This design comes from an exercise in tuning for small area, a short achievable clock period and few clock cycles per item on the open sky130 flow, not from production work. Power figures rest on the tool's default switching activity, not on a simulated workload.

==> module cordicTanh, before the edit <==
module cordicTanh(z0, clk, rst, out, flag);
	input wire clk, rst;
	input wire signed [15:0] z0;
	output wire signed [15:0] out;
	output reg flag;
	reg ld;                      
	reg rot;                     
	reg half;                    
	reg [3:0] sh;                
	reg signed [14:0] z;         
	reg signed [14:0] y;
	reg [13:0] x;                
	wire ext = z0[15] ^ z0[14];            
	wire div = ~(ld | rot | flag);
	wire rot_end = rot & half & (sh == 4'd13);
	wire s = rot ? z[14] : ~y[14];
	wire [13:1] d;
	genvar n;
	generate
		for (n = 1; n <= 13; n = n + 1) begin : dec
			assign d[n] = (sh == n);
		end
	endgenerate
	wire [14:0] K;
	assign K[14:12] = 3'b000;
	assign K[11] = d[1];
	assign K[10] = d[2];
	assign K[9]  = d[3];
	assign K[8]  = d[4];
	assign K[7]  = d[5] | (rot & d[1]);
	assign K[6]  = d[6] | (rot & d[1]);
	assign K[5]  = d[7];
	assign K[4]  = d[8] | (rot & d[2]);
	assign K[3]  = d[9] | (rot & d[1]);
	assign K[2]  = d[10] | (rot & d[2]);
	assign K[1]  = d[11] | (rot & (d[1] | d[2] | d[3])) | (~rot & d[12] & (z[14] ^ y[14]));
	assign K[0]  = rot & (d[3] | d[12] | d[13]);
	wire [13:0] xs = x >> sh;
	wire signed [14:0] ys = y >>> sh;
	wire [14:0] zn, yn; wire [13:0] xn;
	padd #(15,1) uz(z, K ^ {15{~s}}, ~s, zn);
	padd #(15,1) uy(y, {1'b0, xs} ^ {15{s}}, s, yn);
	padd #(14,1) ux(x, ys[13:0] ^ {14{s}}, s, xn);
	wire [15:0] zsum = {zn, 1'b0};
	wire [15:0] ysum = {yn, 1'b0};
	wire [14:0] xsum = {xn, 1'b0};
	always @(posedge clk) begin
		if (rst) begin
			ld <= 1'b1;
			rot <= 1'b0;
			flag <= 1'b0;
		end else begin
			ld <= flag;
			rot <= (ld & ~ext) | (rot & ~rot_end);
			flag <= (ld & ext) | (div & (sh == 4'd12));
		end
	end
	always @(posedge clk) begin
		half <= rot & ~half;
		if (ld | rot_end)
			sh <= 4'd1;
		else if (~rot | half)
			sh <= sh + 4'd1;
	end
	always @(posedge clk) begin
		if (ld) begin
			z <= ext ? {z0[15], z0[15], 13'h1000} : z0[14:0];
			x <= 14'h1000;
			y <= 15'h0000;
		end else begin
			z <= rot_end ? 15'h0000 : zsum[15:1];
			y <= ysum[15:1];
			if (rot)
				x <= xsum[14:1];
		end
	end
	assign out = {z[14], z};
endmodule
Settings: LEC_CHECK=0, ABC_AREA=1, CAP_MARGIN=70, CORE_MARGIN=2, CORE_UTILIZATION=45, SLEW_MARGIN=70, TNS_END_PERCENT=5; clock period 10.0 ns.
standard.sh (not shown) runs the stock make flow with config.mk's settings and CLKGATE_MAP_FILE= SYNTH_SCRIPT=/design/flow/synth_recipe.tcl, a recipe that flattens the netlist after the stock synthesis.
==> flow/flow/run.sh <==
#!/bin/bash
# Standard synthesis, then the standard layout steps with repair_timing
# asked for a larger setup margin and plain buffers on the ports (the SDC
# and clock period are unchanged).
set -eo pipefail
bash standard.sh synth > synth.log 2>&1
bash standard.sh SETUP_SLACK_MARGIN=7 "BUFFER_PORTS_ARGS=-buffer_cell sky130_fd_sc_hd__buf_1" finish > layout.log 2>&1
Change:
--- a/flow/design.v
+++ b/flow/design.v
@@ -38,11 +38,11 @@
 	wire [13:0] xs = x >> sh;
 	wire signed [14:0] ys = y >>> sh;
 	wire [14:0] zn, yn; wire [13:0] xn;
 	padd #(15,1) uz(z, K ^ {15{~s}}, ~s, zn);
 	padd #(15,1) uy(y, {1'b0, xs} ^ {15{s}}, s, yn);
-	padd #(14,1) ux(x, ys[13:0] ^ {14{s}}, s, xn);
+	padd #(14,1) ux(x, (ys[13:0] ^ {14{s}}) & {14{rot}}, s & rot, xn);    
 	wire [15:0] zsum = {zn, 1'b0};
 	wire [15:0] ysum = {yn, 1'b0};
 	wire [14:0] xsum = {xn, 1'b0};
 	always @(posedge clk) begin
 		if (rst) begin
@@ -68,12 +68,11 @@
 			x <= 14'h1000;
 			y <= 15'h0000;
 		end else begin
 			z <= rot_end ? 15'h0000 : zsum[15:1];
 			y <= ysum[15:1];
-			if (rot)
-				x <= xsum[14:1];
+			x <= xsum[14:1];
 		end
 	end
 	assign out = {z[14], z};
 endmodule
 module padd #(parameter N = 15, parameter KIND = 0) (input [N-1:0] a, input [N-1:0] b, input cin, output [N-1:0] sum);
Clock skew goes down by 3.6 ps. Worst hold slack loses 25 ps. Critical path depth goes up by 3. Via count goes down by about 8%. Worst setup slack loses 44 ps. Global-route usage goes down by 1.4 points. Routed wire length goes down by about 15%. Non-clock buffer count goes down by 32. Synthesized area goes down by about 5%.
Function was not checked in any run of this note: the RTL went through the layout flow alone.

---

The RTL this note starts from:
==> flow/design.v <==
module cordicTanh(z0, clk, rst, out, flag);
	input wire clk, rst;
	input wire signed [15:0] z0;
	output wire signed [15:0] out;
	output reg flag;
	reg ld;                      
	reg rot;                     
	reg half;                    
	reg [3:0] sh;                
	reg signed [14:0] z;         
	reg signed [14:0] y;
	reg [13:0] x;                
	wire ext = z0[15] ^ z0[14];            
	wire div = ~(ld | rot | flag);
	wire rot_end = rot & half & (sh == 4'd13);
	wire s = rot ? z[14] : ~y[14];
	wire [13:1] d;
	genvar n;
	generate
		for (n = 1; n <= 13; n = n + 1) begin : dec
			assign d[n] = (sh == n);
		end
	endgenerate
	wire [14:0] K;
	assign K[14:12] = 3'b000;
	assign K[11] = d[1];
	assign K[10] = d[2];
	assign K[9]  = d[3];
	assign K[8]  = d[4];
	assign K[7]  = d[5] | (rot & d[1]);
	assign K[6]  = d[6] | (rot & d[1]);
	assign K[5]  = d[7];
	assign K[4]  = d[8] | (rot & d[2]);
	assign K[3]  = d[9] | (rot & d[1]);
	assign K[2]  = d[10] | (rot & d[2]);
	assign K[1]  = d[11] | (rot & (d[1] | d[2] | d[3])) | (~rot & d[12] & (z[14] ^ y[14]));
	assign K[0]  = rot & (d[3] | d[12] | d[13]);
	wire [13:0] xs = x >> sh;
	wire signed [14:0] ys = y >>> sh;
	wire [14:0] zn, yn;
	wire [13:0] xn;
	addsub #(15, 2) uz(z, K, ~s, zn);
	addsub #(15, 2) uy(y, {1'b0, xs}, s, yn);
	addsub #(14, 2) ux(x, ys[13:0], s, xn);
	always @(posedge clk) begin
		if (rst) begin
			ld <= 1'b1;
			rot <= 1'b0;
			flag <= 1'b0;
		end else begin
			ld <= flag;
			rot <= (ld & ~ext) | (rot & ~rot_end);
			flag <= (ld & ext) | (div & (sh == 4'd12));
		end
	end
	always @(posedge clk) begin
		half <= rot & ~half;
		if (ld | rot_end)
			sh <= 4'd1;
		else if (~rot | half)
			sh <= sh + 4'd1;
	end
	always @(posedge clk) begin
		if (ld) begin
			z <= ext ? {z0[15], z0[15], 13'h1000} : z0[14:0];
			x <= 14'h1000;
			y <= 15'h0000;
		end else begin
			z <= rot_end ? 15'h0000 : zn;
			y <= yn;
			if (rot)
				x <= xn;
		end
	end
	assign out = {z[14], z};
endmodule
module addsub #(parameter N = 15, parameter KIND = 1) (input [N-1:0] a, input [N-1:0] b, input sub, output [N-1:0] out);
	wire [N-1:0] ai = a ^ {N{sub}};
	reg [N-1:0] G, P, Gn, Pn;
	integer l, i;
	always @(*) begin
		G = ai & b;
		P = ai ^ b;
		if (KIND == 3) begin
			for (i = 1; i < N; i = i + 1)
				G[i] = G[i] | (P[i] & G[i-1]);
		end else if (KIND == 2) begin
			for (i = 1; i < N; i = i + 2) begin G[i] = G[i] | (P[i] & G[i-1]); P[i] = P[i] & P[i-1]; end
			for (i = 3; i < N; i = i + 4) begin G[i] = G[i] | (P[i] & G[i-2]); P[i] = P[i] & P[i-2]; end
			for (i = 7; i < N; i = i + 8) begin G[i] = G[i] | (P[i] & G[i-4]); P[i] = P[i] & P[i-4]; end
			for (i = 11; i < N; i = i + 8) begin G[i] = G[i] | (P[i] & G[i-4]); P[i] = P[i] & P[i-4]; end
			for (i = 5; i < N; i = i + 4) begin G[i] = G[i] | (P[i] & G[i-2]); P[i] = P[i] & P[i-2]; end
			for (i = 2; i < N; i = i + 2) begin G[i] = G[i] | (P[i] & G[i-1]); P[i] = P[i] & P[i-1]; end
		end else begin
			for (l = 1; l < N; l = l * 2) begin
				Gn = G; Pn = P;
				for (i = 0; i < N; i = i + 1)
					if ((i / l) % 2 == 1) begin
						Gn[i] = G[i] | (P[i] & G[(i / l) * l - 1]);
						Pn[i] = P[i] & P[(i / l) * l - 1];
					end
				G = Gn; P = Pn;
			end
		end
	end
	assign out = a ^ b ^ {G[N-2:0], 1'b0};
endmodule
==> flow/config.mk <==
export PLATFORM = sky130hd
export DESIGN_NAME = cordicTanh
export DESIGN_NICKNAME = cordicTanh
export VERILOG_FILES = /design/flow/design.v
export SDC_FILE = /design/flow/constraint.sdc
export NUM_CORES = 4
export LEC_CHECK = 0
export ABC_AREA = 1
export CAP_MARGIN = 70
export CORE_MARGIN = 2
export CORE_UTILIZATION = 45
export SLEW_MARGIN = 70
export TNS_END_PERCENT = 5
==> flow/constraint.sdc <==
create_clock -name core_clock -period 10.0 [get_ports {clk}]
set_input_delay 2.0000 -clock core_clock [delete_from_list [all_inputs] [get_ports {clk}]]
set_output_delay 2.0000 -clock core_clock [all_outputs]
set_load 0.01 [all_outputs]
Scripts as last shown in full above: flow/flow/run.sh
Change:
--- a/flow/design.v
+++ b/flow/design.v
@@ -21,6 +21,11 @@
 			assign d[n] = (sh == n);
 		end
 	endgenerate
+	wire [6:0] y12 = {y[5:0], 1'b1} + {{3'd0, x[13:11]} ^ {6{s}}, s};
+	wire b12 = ~y12[6];
+	wire b1 = ~z[14];
+	wire b12_eq_b1 = ~(b12 ^ b1);
+	wire e_up = s ? (b12 & ~b1) : (b1 & ~b12);
 	wire [14:0] K;
 	assign K[14:12] = 3'b000;
 	assign K[11] = d[1];
@@ -32,16 +37,22 @@
 	assign K[5]  = d[7];
 	assign K[4]  = d[8] | (rot & d[2]);
 	assign K[3]  = d[9] | (rot & d[1]);
-	assign K[2]  = d[10] | (rot & d[2]);
-	assign K[1]  = d[11] | (rot & (d[1] | d[2] | d[3])) | (~rot & d[12] & (z[14] ^ y[14]));
+	assign K[2]  = d[10] | (rot & d[2]) | (~rot & d[11] & e_up);
+	assign K[1]  = (d[11] & (rot | b12_eq_b1)) | (rot & (d[1] | d[2] | d[3]));
 	assign K[0]  = rot & (d[3] | d[12] | d[13]);
-	wire [13:0] xs = x >> sh;
-	wire signed [14:0] ys = y >>> sh;
+	wire [13:0] xs1 = sh[0] ? {1'd0, x[13:1]} : x;
+	wire [13:0] xs2 = sh[1] ? {2'd0, xs1[13:2]} : xs1;
+	wire [13:0] xs4 = sh[2] ? {4'd0, xs2[13:4]} : xs2;
+	wire [13:0] xs  = sh[3] ? {8'd0, xs4[13:8]} : xs4;
+	wire [14:0] ys1 = sh[0] ? {y[14], y[14:1]} : y;
+	wire [14:0] ys2 = sh[1] ? {{2{ys1[14]}}, ys1[14:2]} : ys1;
+	wire [14:0] ys4 = sh[2] ? {{4{ys2[14]}}, ys2[14:4]} : ys2;
+	wire [14:0] ys  = sh[3] ? {{8{ys4[14]}}, ys4[14:8]} : ys4;
 	wire [14:0] zn, yn;
 	wire [13:0] xn;
 	addsub #(15, 2) uz(z, K, ~s, zn);
 	addsub #(15, 2) uy(y, {1'b0, xs}, s, yn);
-	addsub #(14, 2) ux(x, ys[13:0], s, xn);
+	addsub #(14, 2) ux(x, ys[13:0] & {14{rot}}, s, xn);    
 	always @(posedge clk) begin
 		if (rst) begin
 			ld <= 1'b1;
@@ -50,7 +61,7 @@
 		end else begin
 			ld <= flag;
 			rot <= (ld & ~ext) | (rot & ~rot_end);
-			flag <= (ld & ext) | (div & (sh == 4'd12));
+			flag <= (ld & ext) | (div & (sh == 4'd11));
 		end
 	end
 	always @(posedge clk) begin
@@ -68,8 +79,7 @@
 		end else begin
 			z <= rot_end ? 15'h0000 : zn;
 			y <= yn;
-			if (rot)
-				x <= xn;
+			x <= xn;
 		end
 	end
 	assign out = {z[14], z};
=> Setup slack is worse by 690 ps; hold slack is better by 22 ps; routed wire length goes up by 3.5%; non-clock buffer count goes up by 1; power goes up by 1.7%; register-to-register slack is worse by 690 ps.
No run of this note included a check of the RTL's function; only the layout flow was run.

==> what the ideal ports hide <==
No port has a modelled driver above. Below, the same layouts with a new extraction and two added sets of constraints.
Step 1, drivers: a clkbuf_16 drives clk and a buf_2 each remaining input, both assumed.
Step 2 adds t to the input delays and takes it off the output delays; t is the mean of the earliest and latest rising clock arrival at the registers after step 1. Input paths then give back, and output paths get back, about the clock's delay inside the block.
Three values: ideal, step 1, step 2; two values: the first two.
run	t, ns	slack for setup (ns)	hold slack, ns	clock arrival spread, ns	cell pins on the clock port's net
the first run of note 1	0.370	6.905 / 6.905 / 6.905	0.494 / 0.494 / 0.494	0.014 / 0.014	1
the second run of note 1	0.367	6.861 / 6.861 / 6.861	0.469 / 0.469 / 0.469	0.010 / 0.010	1
the first run of note 2	0.349	7.066 / 7.036 / 7.045	0.476 / 0.476 / 0.476	0.011 / 0.011	1
the second run of note 2	0.346	6.379 / 6.379 / 6.379	0.498 / 0.498 / 0.498	0.006 / 0.005	1
After both steps every run listed still meets setup and hold. For the first run of note 2, which loses most, drivers alone change the setup slack by -0.030 ns; drivers and shift together by -0.021 ns.
